Context: an optimization exercise on an open-source flow, tuned for small area, a short achievable clock period and few clock cycles. The choices shown serve that exercise and are no tape-out recipe. RTL that was checked went through simulation tests only; none was proved equivalent to the original.

// sdiv_op
module sdiv_op #(parameter INPUTS = 2,
		parameter OUTPUTS = 1,
		parameter DATA_IN_SIZE = 32,
		parameter DATA_OUT_SIZE = 32)
		(
		input clk,
		input rst,
		input [INPUTS * (DATA_IN_SIZE)- 1 : 0]data_in_bus,
		input [INPUTS - 1 : 0]valid_in_bus,
		output [INPUTS - 1 : 0] ready_in_bus,
		output [OUTPUTS * (DATA_OUT_SIZE) - 1 : 0]data_out_bus,
		output [OUTPUTS - 1 : 0]valid_out_bus,
		input [OUTPUTS - 1 : 0] ready_out_bus
);
==> module sdiv_op, before the edit <==
module sdiv_op #(parameter INPUTS = 2,
		parameter OUTPUTS = 1,
		parameter DATA_IN_SIZE = 32,
		parameter DATA_OUT_SIZE = 32)
		(
		input clk,
		input rst,
		input [INPUTS * (DATA_IN_SIZE)- 1 : 0]data_in_bus,
		input [INPUTS - 1 : 0]valid_in_bus,
		output [INPUTS - 1 : 0] ready_in_bus,
		output [OUTPUTS * (DATA_OUT_SIZE) - 1 : 0]data_out_bus,
		output [OUTPUTS - 1 : 0]valid_out_bus,
		input [OUTPUTS - 1 : 0] ready_out_bus
);
	localparam S_ACC = 2'd0, S_PRE = 2'd1, S_SHF = 2'd2, S_DIV = 2'd3;
	reg [1:0]  state;
	reg        rdy;       
	reg [1:0]  rin;       
	reg [1:0]  got;       
	reg        ov;        
	reg [31:0] r;         
	reg [31:0] d;         
	reg [31:0] q;         
	reg [4:0]  cnt;       
	reg [4:0]  shr;       
	reg        zq;        
	reg        sa, sb;    
	reg        cin_f;     
	reg        sb_f;      
	wire [1:0] rdy2 = {2{rdy}} & ~got;    
	assign ready_in_bus = rin;
	wire [1:0] fire = valid_in_bus & rdy2;
	wire [1:0] got_n = got | fire;
	wire qfree = ~ov | ready_out_bus[0];
	wire sq = sa ^ sb;
	wire [31:0] ain = data_in_bus[31:0];
	wire [31:0] bin = data_in_bus[63:32];
	wire [31:0] aabs;
	sdiv_abs u_abs (.a(ain), .y(aabs));
	wire [31:0] diff;
	wire qb;
	sdiv_sub u_sub (.r(r), .d(d), .cin(cin_f), .diff(diff), .ge(qb));
	wire take = rdy & (&got_n);
	wire [31:0] dsh, d_nx;
	sdiv_dnext u_dn (.ld(rdy2[1]), .ldv(bin ^ {32{bin[31]}}), .shf(state == S_SHF), .dsh(dsh),
		.div(state == S_DIV), .d(d), .y(d_nx));
	sdiv_shl u_shl (.x(d), .fill(sb_f), .s(shr), .y(dsh));
	wire [4:0] mr, md, sh;
	wire sh_ge;
	sdiv_msb u_mr (.x(r), .m(mr));
	sdiv_msb u_md (.x(d), .m(md));
	sdiv_sub5 u_sh (.r(mr), .d(md), .cin(1'b1), .diff(sh), .ge(sh_ge));
	assign valid_out_bus = ov;
	assign data_out_bus = q;
	reg [1:0] state_n;
	reg       rdy_n, ov_n;
	reg [1:0] got_nx;
	always @* begin
		state_n = state;
		rdy_n = rdy;
		ov_n = ov & ~ready_out_bus[0];
		got_nx = got;
		if (rdy) got_nx = take ? 2'b00 : got_n;
		case (state)
			S_ACC: begin
				if (zq) ov_n = 1'b1;
				if (take) begin
					state_n = S_PRE;
					rdy_n = 1'b0;
				end
			end
			S_PRE: if (qfree) begin
				if (~qb) begin
					state_n = S_ACC;
					rdy_n = 1'b1;
				end else
					state_n = S_SHF;
			end
			S_SHF: begin
				state_n = S_DIV;
				rdy_n = (shr == 5'd0);
			end
			default: begin
				rdy_n = (cnt == 5'd1);
				if (cnt == 5'd0) begin
					ov_n = 1'b1;
					if (take) state_n = S_PRE;
					else begin
						state_n = S_ACC;
						rdy_n = 1'b1;
					end
				end
			end
		endcase
	end
	always @(posedge clk, posedge rst)
		if (rst) begin
			state <= S_ACC;
			zq <= 1'b0;
			rdy <= 1'b1;
			rin <= 2'b11;
			got <= 2'b00;
			ov <= 1'b0;
		end else begin
			state <= state_n;
			zq <= (state == S_PRE) & qfree & ~qb;
			rdy <= rdy_n;
			rin <= {2{rdy_n}} & ~got_nx;
			got <= got_nx;
			ov <= ov_n;
		end
	always @(posedge clk) begin
		case (state)
			S_ACC: if (zq) q <= 32'd0;
			S_PRE: if (qfree) begin
				q <= {32{sq}};
				if (sq) r <= diff;
			end
			S_DIV: begin
				if (qb) r <= diff;
				q <= {q[30:0], qb ^ sq};
				cnt <= cnt - 5'd1;
			end
			default: ;
		endcase
		if (rdy2[0]) begin
			r <= aabs;
			sa <= ain[31];
		end
		d <= d_nx;
		shr <= sh;
		if (state == S_SHF) cnt <= shr;
		if (rdy2[1]) begin
			sb <= bin[31];
			sb_f <= bin[31];
			cin_f <= ~bin[31];
		end
	end
endmodule
==> module sdiv_shl, before the edit <==
module sdiv_shl (
	input  [31:0] x,
	input         fill,
	input  [4:0]  s,
	output [31:0] y
);
	wire [31:0] y0 = s[0] ? {x[30:0],  {1{fill}}}  : x;
	wire [31:0] y1 = s[1] ? {y0[29:0], {2{fill}}}  : y0;
	wire [31:0] y2 = s[2] ? {y1[27:0], {4{fill}}}  : y1;
	wire [31:0] y3 = s[3] ? {y2[23:0], {8{fill}}}  : y2;
	assign y       = s[4] ? {y3[15:0], {16{fill}}} : y3;
endmodule
==> module sdiv_dnext, before the edit <==
module sdiv_dnext (
	input         ld,
	input  [31:0] ldv,
	input         shf,
	input  [31:0] dsh,
	input         div,
	input  [31:0] d,
	output [31:0] y
);
	wire [31:0] base = ld ? ldv : (div ? {1'b0, d[31:1]} : d);
	assign y = shf ? dsh : base;
endmodule
clock: 5.0 ns
lec_check: 0
cap_margin: 20
core_margin: 2
core_utilization: 55
cts_buf_list: sky130_fd_sc_hd__clkbuf_4 sky130_fd_sc_hd__clkbuf_8
place_density: 0.65
setup_slack_margin: 2.4
slew_margin: 20
synth_hierarchical: 1
standard.sh (not shown) runs the stock make flow with config.mk's settings and CLKGATE_MAP_FILE= SYNTH_SCRIPT=/design/flow/synth_recipe.tcl, a recipe that flattens the netlist after the stock synthesis.
==> flow/flow/run.sh <==
#!/bin/bash
# The standard layout, with small plain buffers on the ports instead of the
# delay cells buffer_ports picks by default. Every port still gets a buffer.
set -euo pipefail
export BUFFER_PORTS_ARGS="-buffer_cell sky130_fd_sc_hd__buf_1"
bash standard.sh > standard.log 2>&1
Change:
--- a/flow/design.v
+++ b/flow/design.v
@@ -13,6 +13,6 @@
 		input [OUTPUTS - 1 : 0] ready_out_bus
 );
-	localparam S_ACC = 2'd0, S_PRE = 2'd1, S_SHF = 2'd2, S_DIV = 2'd3;
-	reg [1:0]  state;
+	localparam S_ACC = 4'b0001, S_PRE = 4'b0010, S_SHF = 4'b0100, S_DIV = 4'b1000;
+	reg [3:0]  state;
 	reg        rdy;       
 	reg [1:0]  rin;       
@@ -42,8 +42,7 @@
 	sdiv_sub u_sub (.r(r), .d(d), .cin(cin_f), .diff(diff), .ge(qb));
 	wire take = rdy & (&got_n);
-	wire [31:0] dsh, d_nx;
-	sdiv_dnext u_dn (.ld(rdy2[1]), .ldv(bin ^ {32{bin[31]}}), .shf(state == S_SHF), .dsh(dsh),
-		.div(state == S_DIV), .d(d), .y(d_nx));
-	sdiv_shl u_shl (.x(d), .fill(sb_f), .s(shr), .y(dsh));
+	wire [31:0] d_nx;
+	sdiv_dnext u_dn (.ld(rdy2[1]), .ldv(bin ^ {32{bin[31]}}), .shf(state[2]), .fill(sb_f), .s(shr),
+		.div(state[3]), .d(d), .y(d_nx));
 	wire [4:0] mr, md, sh;
 	wire sh_ge;
@@ -53,5 +52,5 @@
 	assign valid_out_bus = ov;
 	assign data_out_bus = q;
-	reg [1:0] state_n;
+	reg [3:0] state_n;
 	reg       rdy_n, ov_n;
 	reg [1:0] got_nx;
@@ -62,6 +61,6 @@
 		got_nx = got;
 		if (rdy) got_nx = take ? 2'b00 : got_n;
-		case (state)
-			S_ACC: begin
+		case (1'b1)
+			state[0]: begin
 				if (zq) ov_n = 1'b1;
 				if (take) begin
@@ -70,5 +69,5 @@
 				end
 			end
-			S_PRE: if (qfree) begin
+			state[1]: if (qfree) begin
 				if (~qb) begin
 					state_n = S_ACC;
@@ -77,5 +76,5 @@
 					state_n = S_SHF;
 			end
-			S_SHF: begin
+			state[2]: begin
 				state_n = S_DIV;
 				rdy_n = (shr == 5'd0);
@@ -104,5 +103,5 @@
 		end else begin
 			state <= state_n;
-			zq <= (state == S_PRE) & qfree & ~qb;
+			zq <= state[1] & qfree & ~qb;
 			rdy <= rdy_n;
 			rin <= {2{rdy_n}} & ~got_nx;
@@ -111,11 +110,11 @@
 		end
 	always @(posedge clk) begin
-		case (state)
-			S_ACC: if (zq) q <= 32'd0;
-			S_PRE: if (qfree) begin
+		case (1'b1)
+			state[0]: if (zq) q <= 32'd0;
+			state[1]: if (qfree) begin
 				q <= {32{sq}};
 				if (sq) r <= diff;
 			end
-			S_DIV: begin
+			state[3]: begin
 				if (qb) r <= diff;
 				q <= {q[30:0], qb ^ sq};
@@ -130,5 +129,5 @@
 		d <= d_nx;
 		shr <= sh;
-		if (state == S_SHF) cnt <= shr;
+		if (state[2]) cnt <= shr;
 		if (rdy2[1]) begin
 			sb <= bin[31];
@@ -626,16 +625,4 @@
 	assign y = ~a;
 endmodule
-module sdiv_shl (
-	input  [31:0] x,
-	input         fill,
-	input  [4:0]  s,
-	output [31:0] y
-);
-	wire [31:0] y0 = s[0] ? {x[30:0],  {1{fill}}}  : x;
-	wire [31:0] y1 = s[1] ? {y0[29:0], {2{fill}}}  : y0;
-	wire [31:0] y2 = s[2] ? {y1[27:0], {4{fill}}}  : y1;
-	wire [31:0] y3 = s[3] ? {y2[23:0], {8{fill}}}  : y2;
-	assign y       = s[4] ? {y3[15:0], {16{fill}}} : y3;
-endmodule
 module sdiv_msb (
 	input  [31:0] x,
@@ -747,9 +734,15 @@
 	input  [31:0] ldv,
 	input         shf,
-	input  [31:0] dsh,
+	input         fill,
+	input  [4:0]  s,
 	input         div,
 	input  [31:0] d,
 	output [31:0] y
 );
+	wire [31:0] y0 = s[0] ? {d[30:0],  {1{fill}}}  : d;
+	wire [31:0] y1 = s[1] ? {y0[29:0], {2{fill}}}  : y0;
+	wire [31:0] y2 = s[2] ? {y1[27:0], {4{fill}}}  : y1;
+	wire [31:0] y3 = s[3] ? {y2[23:0], {8{fill}}}  : y2;
+	wire [31:0] dsh = s[4] ? {y3[15:0], {16{fill}}} : y3;
 	wire [31:0] base = ld ? ldv : (div ? {1'b0, d[31:1]} : d);
 	assign y = shf ? dsh : base;
What happened:
- The changed run completed with no timing, DRC or antenna violations
- worst setup slack gets worse by 9.9 ps
- via count came out lower by a few percent
- maximum frequency is lower slightly
- final area goes down by a few percent
- wire length fell slightly
Testbench counts after the change, summed over its fixed seeds: cycles 16,327.
The RTL of the first run of this note was laid out without a check of its function.

static timing again, ports no longer ideal:
How much do the figures lean on ideal ports? The routed layouts below were timed once more, with nothing changed but the port constraints.
Step 1 (the two cells are an assumption about what drives the block):
set clk [get_ports {clk}]
set_driving_cell -lib_cell sky130_fd_sc_hd__clkbuf_16 $clk
set_driving_cell -lib_cell sky130_fd_sc_hd__buf_2 [delete_from_list [all_inputs] $clk]
Step 2 moves the port delays by t, midway between the first and last clock arrival at a register: inputs arrive t later, outputs are due t later. That takes back most of the time a late clock gives input paths.
Slacks: no drivers / after step 1 / after step 2; pairs: no drivers / after step 1.
| run | t (ns) | setup slack, ns | worst hold slack (ns) | clock arrival spread, ns | worst data-port slew with drivers (ns) |
|---|---|---|---|---|---|
| the first run | 0.498 | 2.452 / 2.452 / 2.314 | 0.457 / 0.435 / 0.549 | 0.014 / 0.015 | 0.04 |
| the second run | 0.497 | 2.442 / 2.442 / 2.281 | 0.485 / 0.462 / 0.527 | 0.026 / 0.026 | 0.04 |
After both steps setup and hold are still met in every run listed. For the second run, which loses most, drivers alone change the setup slack by 0.000 ns; drivers and shift together by -0.161 ns.
